This is an optimization exercise on Yosys and OpenROAD, whose aim is small area, a short achievable clock period and few clock cycles, not a production implementation. Where RTL was checked, it was by simulation tests only, not by an equivalence proof against the original. Power is estimated from default activity; no workload was simulated.

==> flow/design.v <==
module Integrate(
input clock,
input reset,enter,
input [7:0]Nin,
input prog_we,
input [4:0]prog_addr,
input [7:0]prog_data,
output halt,
output [7:0]Nout,
output inwait
);
reg [7:0] mem [0:31];
reg [4:0] FA;       
reg [4:0] OA;       
reg [7:0] IR;       
reg       iok;      
reg [7:0] XI;       
reg       vX;       
reg [7:0] OPR;      
reg       tk;       
reg       df;       
reg       ok;       
reg       inr;      
reg       started;  
reg [7:0] A;
reg       Z;        
wire [2:0] xop = XI[7:5];
wire [4:0] xa  = XI[4:0];
reg       halt_r, inwait_r;
assign halt   = halt_r;
assign inwait = inwait_r;
assign Nout   = A;
wire stall  = vX & ((xop == 3'd7) | ((xop == 3'd4) & ~(enter & started)));
wire xstore = vX & (xop == 3'd1) & reset;
reg [7:0] An;
reg       Zn;
wire [7:0] axo = A ^ OPR;
wire [7:0] aor = A | OPR;
wire       sum0 = (axo == {aor[6:0], 1'b0});
function [4:0] inc5;
	input [4:0] x;
	inc5 = {x[4] ^ (&x[3:0]), x[3] ^ (&x[2:0]), x[2] ^ (&x[1:0]), x[1] ^ x[0], ~x[0]};
endfunction
wire       xas = vX & ((xop == 3'd2) | (xop == 3'd3));
wire       xin = vX & (xop == 3'd4);
wire       xld = vX & (xop == 3'd0);
reg        Sf;
always @* begin
	Sf = A[7];
	if (vX)
		case (xop)
		3'd0: Sf = OPR[7];
		3'd4: Sf = Nin[7];
		default: ;
		endcase
end
always @* begin
	An = A;
	Zn = Z;
	if (vX)
		case (xop)
		3'd0: begin An = OPR; Zn = (OPR == 8'd0); end
		3'd2: begin An = A + OPR; Zn = sum0; end
		3'd3: begin An = A - OPR; Zn = (A == OPR); end
		3'd4: if (enter & started) begin An = Nin; Zn = (Nin == 8'd0); end
		default: ;
		endcase
end
wire [7:0] Oi    = tk ? OPR : IR;
wire       vO    = tk | iok;
wire       hzn   = vO & (Oi[7:5] == 3'd1) & (Oi[4:0] == FA);
wire       tkn   = vO & ~xas & (((Oi[7:5] == 3'd5) & ~xin & ~xld & Z) | ((Oi[7:5] == 3'd6) & ~Sf));
wire       dfn   = vO & ((xas & ((Oi[7:5] == 3'd5) | (Oi[7:5] == 3'd6))) | ((xin | xld) & (Oi[7:5] == 3'd5)));
wire       mis   = df & ((xop == 3'd5) ? Z : ~A[7]);
wire [4:0] FAn   = tkn ? inc5(Oi[4:0]) : (hzn ? FA : inc5(FA));
wire       wr0 = prog_we && prog_addr == 5'd0;
wire [7:0] w0 = wr0 ? prog_data : mem[0];
wire [7:0] w1 = (prog_we && prog_addr == 5'd1) ? prog_data : mem[1];
wire       cap = prog_we && inr && prog_addr == xa;
wire       ok_n = ~wr0 & (cap | (ok & inr));
wire [7:0] opr_p = cap ? prog_data : OPR;
wire       tk_p = ok_n & ((xop == 3'd5) | (xop == 3'd6));
wire       hz_p = ok_n & (xop == 3'd1) & (xa == 5'd1);
wire [7:0] rdO   = mem[OA];
wire [7:0] rdF   = mem[FA];
wire       fwdO  = xstore && xa == OA;
wire       fwdF  = xstore && xa == FA;
wire       go    = reset & ~mis & ~stall;    
wire       ld    = ~reset;                   
wire       keep  = reset & ~go;              
wire [7:0] IR_d  = (rdF & {8{go & ~fwdF}}) | (A & {8{go & fwdF}})
                 | ((ok_n ? w1 : w0) & {8{ld}}) | (IR & {8{keep}});
wire [7:0] OPR_d = (rdO & {8{go & ~fwdO}}) | (A & {8{go & fwdO}})
                 | (opr_p & {8{ld}}) | (OPR & {8{keep}});
wire [4:0] OA_p  = tk_p ? opr_p[4:0] : ok_n ? w1[4:0] : w0[4:0];
wire       aO    = go & tkn & ~fwdO;
wire       aF    = go & ~tkn & ~fwdF;
wire       aA    = go & (tkn ? fwdO : fwdF);
wire [4:0] OA_d  = (rdO[4:0] & {5{aO}}) | (rdF[4:0] & {5{aF}}) | (A[4:0] & {5{aA}})
                 | (OA_p & {5{ld}}) | (OPR[4:0] & {5{reset & mis}}) | (OA & {5{reset & ~mis & stall}});
wire [4:0] waddr = prog_we ? prog_addr : xa;
wire [7:0] wdata = prog_we ? prog_data : A;
always @(posedge clock)
	if (prog_we | xstore)
		mem[waddr] <= wdata;
always @(posedge clock) begin
	inr <= ~reset;
	IR <= IR_d;
	OPR <= OPR_d;
	OA <= OA_d;
	if (!reset) begin
		ok <= ok_n;
		XI <= w0;
		vX <= ok_n;
		iok <= ~hz_p;
		tk <= tk_p;
		df <= 1'b0;
		FA <= tk_p ? inc5(xa) : (ok_n & ~hz_p) ? 5'd2 : 5'd1;
	end else if (mis) begin
		vX <= 1'b0;
		df <= 1'b0;
		tk <= 1'b1;
		iok <= 1'b1;
		FA <= inc5(xa);
	end else if (!stall) begin
		XI <= Oi;
		vX <= vO;
		iok <= ~hzn;
		tk <= tkn;
		df <= dfn;
		FA <= FAn;
	end
end
always @(posedge clock, negedge reset) begin
	if (!reset) begin
		started <= 1'b0;
		halt_r <= 1'b0;
		inwait_r <= 1'b0;
		A <= 8'd0;
		Z <= 1'b1;
	end else begin
		started <= 1'b1;
		if (mis) begin
			halt_r <= 1'b0;
			inwait_r <= 1'b0;
		end else if (stall) begin
			halt_r <= vX & (xop == 3'd7);
			inwait_r <= vX & (xop == 3'd4);
		end else begin
			halt_r <= vO & (Oi[7:5] == 3'd7);
			inwait_r <= vO & (Oi[7:5] == 3'd4);
		end
		A <= An;
		Z <= Zn;
	end
end
endmodule
clock: 5.0 ns
lec_check: 0
cap_margin: 20
core_margin: 2
core_utilization: 40
cts_cluster_diameter: 100
cts_cluster_size: 26
setup_slack_margin: 2.6
slew_margin: 20
run.sh (not shown) runs the stock make flow with config.mk's settings and CLKGATE_MAP_FILE= SYNTH_SCRIPT=/design/flow/synth_recipe.tcl, a recipe that flattens the netlist after the stock synthesis.
Testbench counts at the start, summed over its fixed seeds: cycles 11,140.
Edit:
--- a/flow/design.v
+++ b/flow/design.v
@@ -96,15 +96,16 @@
 wire       aO    = go & tkn & ~fwdO;
 wire       aF    = go & ~tkn & ~fwdF;
 wire       aA    = go & (tkn ? fwdO : fwdF);
 wire [4:0] OA_d  = (rdO[4:0] & {5{aO}}) | (rdF[4:0] & {5{aF}}) | (A[4:0] & {5{aA}})
                  | (OA_p & {5{ld}}) | (OPR[4:0] & {5{reset & mis}}) | (OA & {5{reset & ~mis & stall}});
-wire [4:0] waddr = prog_we ? prog_addr : xa;
 wire [7:0] wdata = prog_we ? prog_data : A;
+integer wi;
 always @(posedge clock)
-	if (prog_we | xstore)
-		mem[waddr] <= wdata;
+	for (wi = 0; wi < 32; wi = wi + 1)
+		if ((prog_we && prog_addr == wi) || (xstore && xa == wi))
+			mem[wi] <= wdata;
 always @(posedge clock) begin
 	inr <= ~reset;
 	IR <= IR_d;
 	OPR <= OPR_d;
 	OA <= OA_d;
Final area rises by a few percent.
Total power rises by a little under a tenth.
Area after synthesis rises slightly.
Sequential power falls by a few percent.
Utilization rises by 2.5 points.
Worst hold slack is worse by 0.019 ns.
Die area rises slightly.
Fmax falls by a few percent.
Flip-flop and latch count falls by 5.
Combinational power rises by about a fifth.
Worst setup slack is worse by 0.18 ns.
Count of clock-buffer cells in the layout falls by 7.
Synthesized cell count rises by a quarter to a third.
Wire length rises by well over a third.
No functional check of the RTL was part of the second run of this note.

========
Starts from the design.v that is shown in full above.
Settings: LEC_CHECK=0, CAP_MARGIN=20, CORE_MARGIN=2, CORE_UTILIZATION=40, CTS_CLUSTER_DIAMETER=100, CTS_CLUSTER_SIZE=26, SETUP_SLACK_MARGIN=2.4, SLEW_MARGIN=20; clock period 5.0 ns.
Testbench counts at the start, summed over its fixed seeds: cycles 11,140.
==> next run, changes <==
==> flow/design.v (replaced) <==
module Integrate(
input clock,
input reset,enter,
input [7:0]Nin,
input prog_we,
input [4:0]prog_addr,
input [7:0]prog_data,
output halt,
output [7:0]Nout,
output inwait
);
reg [7:0] mem [0:31];
reg [4:0] FA;       
reg [4:0] OA;       
reg [7:0] IR;       
reg       iok;      
reg [7:0] XI;       
reg       vX;       
reg [7:0] OPR;      
reg       tk;       
reg       df;       
reg       ok;       
reg       inr;      
reg       started;  
reg [7:0] A;
reg       Z;        
wire [2:0] xop = XI[7:5];
wire [4:0] xa  = XI[4:0];
reg       halt_r, inwait_r;
assign halt   = halt_r;
assign inwait = inwait_r;
assign Nout   = A;
wire stall  = vX & ((xop == 3'd7) | ((xop == 3'd4) & ~(enter & started)));
wire xstore = vX & (xop == 3'd1) & reset;
reg [7:0] An;
reg       Zn;
wire [7:0] axo = A ^ OPR;
wire [7:0] aor = A | OPR;
wire       sum0 = (axo == {aor[6:0], 1'b0});
function [4:0] inc5;
	input [4:0] x;
	inc5 = {x[4] ^ (&x[3:0]), x[3] ^ (&x[2:0]), x[2] ^ (&x[1:0]), x[1] ^ x[0], ~x[0]};
endfunction
wire       xas = vX & ((xop == 3'd2) | (xop == 3'd3));
wire       xin = vX & (xop == 3'd4);
reg        Sf, Zf;
always @* begin
	Sf = A[7];
	Zf = Z;
	if (vX)
		case (xop)
		3'd0: begin Sf = OPR[7]; Zf = (OPR == 8'd0); end
		3'd4: Sf = Nin[7];
		default: ;
		endcase
end
always @* begin
	An = A;
	Zn = Z;
	if (vX)
		case (xop)
		3'd0: begin An = OPR; Zn = (OPR == 8'd0); end
		3'd2: begin An = A + OPR; Zn = sum0; end
		3'd3: begin An = A - OPR; Zn = (A == OPR); end
		3'd4: if (enter & started) begin An = Nin; Zn = (Nin == 8'd0); end
		default: ;
		endcase
end
wire [7:0] Oi    = tk ? OPR : IR;
wire       vO    = tk | iok;
reg  [7:0] rdF, rdO;
integer ri;
always @* begin
	rdF = 8'd0;
	rdO = 8'd0;
	for (ri = 0; ri < 32; ri = ri + 1) begin
		rdF = rdF | (mem[ri] & {8{FA == ri}});
		rdO = rdO | (mem[ri] & {8{OA == ri}});
	end
end
wire [7:0] opnd  = (xstore && xa == OA) ? A : rdO;
wire [7:0] fword = (xstore && xa == FA) ? A : rdF;
wire       hzn   = vO & (Oi[7:5] == 3'd1) & (Oi[4:0] == FA);
wire       tkn   = vO & ~xas & (((Oi[7:5] == 3'd5) & ~xin & Zf) | ((Oi[7:5] == 3'd6) & ~Sf));
wire       dfn   = vO & ((xas & ((Oi[7:5] == 3'd5) | (Oi[7:5] == 3'd6))) | (xin & (Oi[7:5] == 3'd5)));
wire       mis   = df & ((xop == 3'd5) ? Z : ~A[7]);
wire [4:0] OAn   = tkn ? opnd[4:0] : fword[4:0];
wire [4:0] FAn   = tkn ? inc5(Oi[4:0]) : (hzn ? FA : inc5(FA));
wire       wr0 = prog_we && prog_addr == 5'd0;
wire [7:0] w0 = wr0 ? prog_data : mem[0];
wire [7:0] w1 = (prog_we && prog_addr == 5'd1) ? prog_data : mem[1];
wire       cap = prog_we && inr && prog_addr == xa;
wire       ok_n = ~wr0 & (cap | (ok & inr));
wire [7:0] opr_p = cap ? prog_data : OPR;
wire       tk_p = ok_n & ((xop == 3'd5) | (xop == 3'd6));
wire       hz_p = ok_n & (xop == 3'd1) & (xa == 5'd1);
wire [4:0] waddr = prog_we ? prog_addr : xa;
wire [7:0] wdata = prog_we ? prog_data : A;
always @(posedge clock)
	if (prog_we | xstore)
		mem[waddr] <= wdata;
always @(posedge clock) begin
	inr <= ~reset;
	if (!reset) begin
		ok <= ok_n;
		OPR <= opr_p;
		XI <= w0;
		IR <= ok_n ? w1 : w0;
		vX <= ok_n;
		iok <= ~hz_p;
		tk <= tk_p;
		df <= 1'b0;
		FA <= tk_p ? inc5(xa) : (ok_n & ~hz_p) ? 5'd2 : 5'd1;
		OA <= tk_p ? opr_p[4:0] : ok_n ? w1[4:0] : w0[4:0];
	end else if (mis) begin
		vX <= 1'b0;
		df <= 1'b0;
		tk <= 1'b1;
		iok <= 1'b1;
		FA <= inc5(xa);
		OA <= OPR[4:0];
	end else if (!stall) begin
		IR <= fword;
		XI <= Oi;
		OPR <= opnd;
		vX <= vO;
		iok <= ~hzn;
		tk <= tkn;
		df <= dfn;
		FA <= FAn;
		OA <= OAn;
	end
end
always @(posedge clock, negedge reset) begin
	if (!reset) begin
		started <= 1'b0;
		halt_r <= 1'b0;
		inwait_r <= 1'b0;
		A <= 8'd0;
		Z <= 1'b1;
	end else begin
		started <= 1'b1;
		if (mis) begin
			halt_r <= 1'b0;
			inwait_r <= 1'b0;
		end else if (stall) begin
			halt_r <= vX & (xop == 3'd7);
			inwait_r <= vX & (xop == 3'd4);
		end else begin
			halt_r <= vO & (Oi[7:5] == 3'd7);
			inwait_r <= vO & (Oi[7:5] == 3'd4);
		end
		A <= An;
		Z <= Zn;
	end
end
endmodule
What happened: The changed run completed without violations; register-to-register slack is worse by 460 ps; synthesized cell count rises by roughly a tenth; setup slack is worse by 460 ps; power rises by a few percent; core utilization rises by 4.9 points; via count rises by a quarter to a third; first-iteration DRC count rises by well over a third; cell area rises by a few percent.
Function not checked in the second run of this note: the RTL went through the layout flow alone.

-- re-timing with driven ports --
In the flow no input, the clock included, has a driving cell. The finished layouts below were timed again as built, in two steps.
Step 1: set_driving_cell puts a clkbuf_16 on clock and a buf_2 on each other input, an assumption about the parent block.
Step 2 moves the port delays by t, midway between the first and last clock arrival at a register: inputs arrive t later, outputs are due t later. That takes back most of the time a late clock gives input paths.
a / b / c = ideal / step 1 / step 2; a / b = the first two.
| run | shift t [ns] | slack for setup (ns) | worst setup path after step 2 |
|---|---|---|---|
| the first run of note 1 | 0.585 | 2.337 / 2.337 / 1.885 | input to register |
| the second run of note 1 | 0.596 | 2.160 / 2.160 / 1.707 | input to register |
| the first run of note 2 | 0.585 | 2.371 / 2.371 / 1.830 | input to register |
| the second run of note 2 | 0.605 | 1.914 / 1.914 / 1.732 | input to register |
After both steps setup and hold are still met in every run listed. The setup slack of the first run of note 2, which loses most, moves by 0.000 ns with the drivers and by -0.541 ns with both steps.
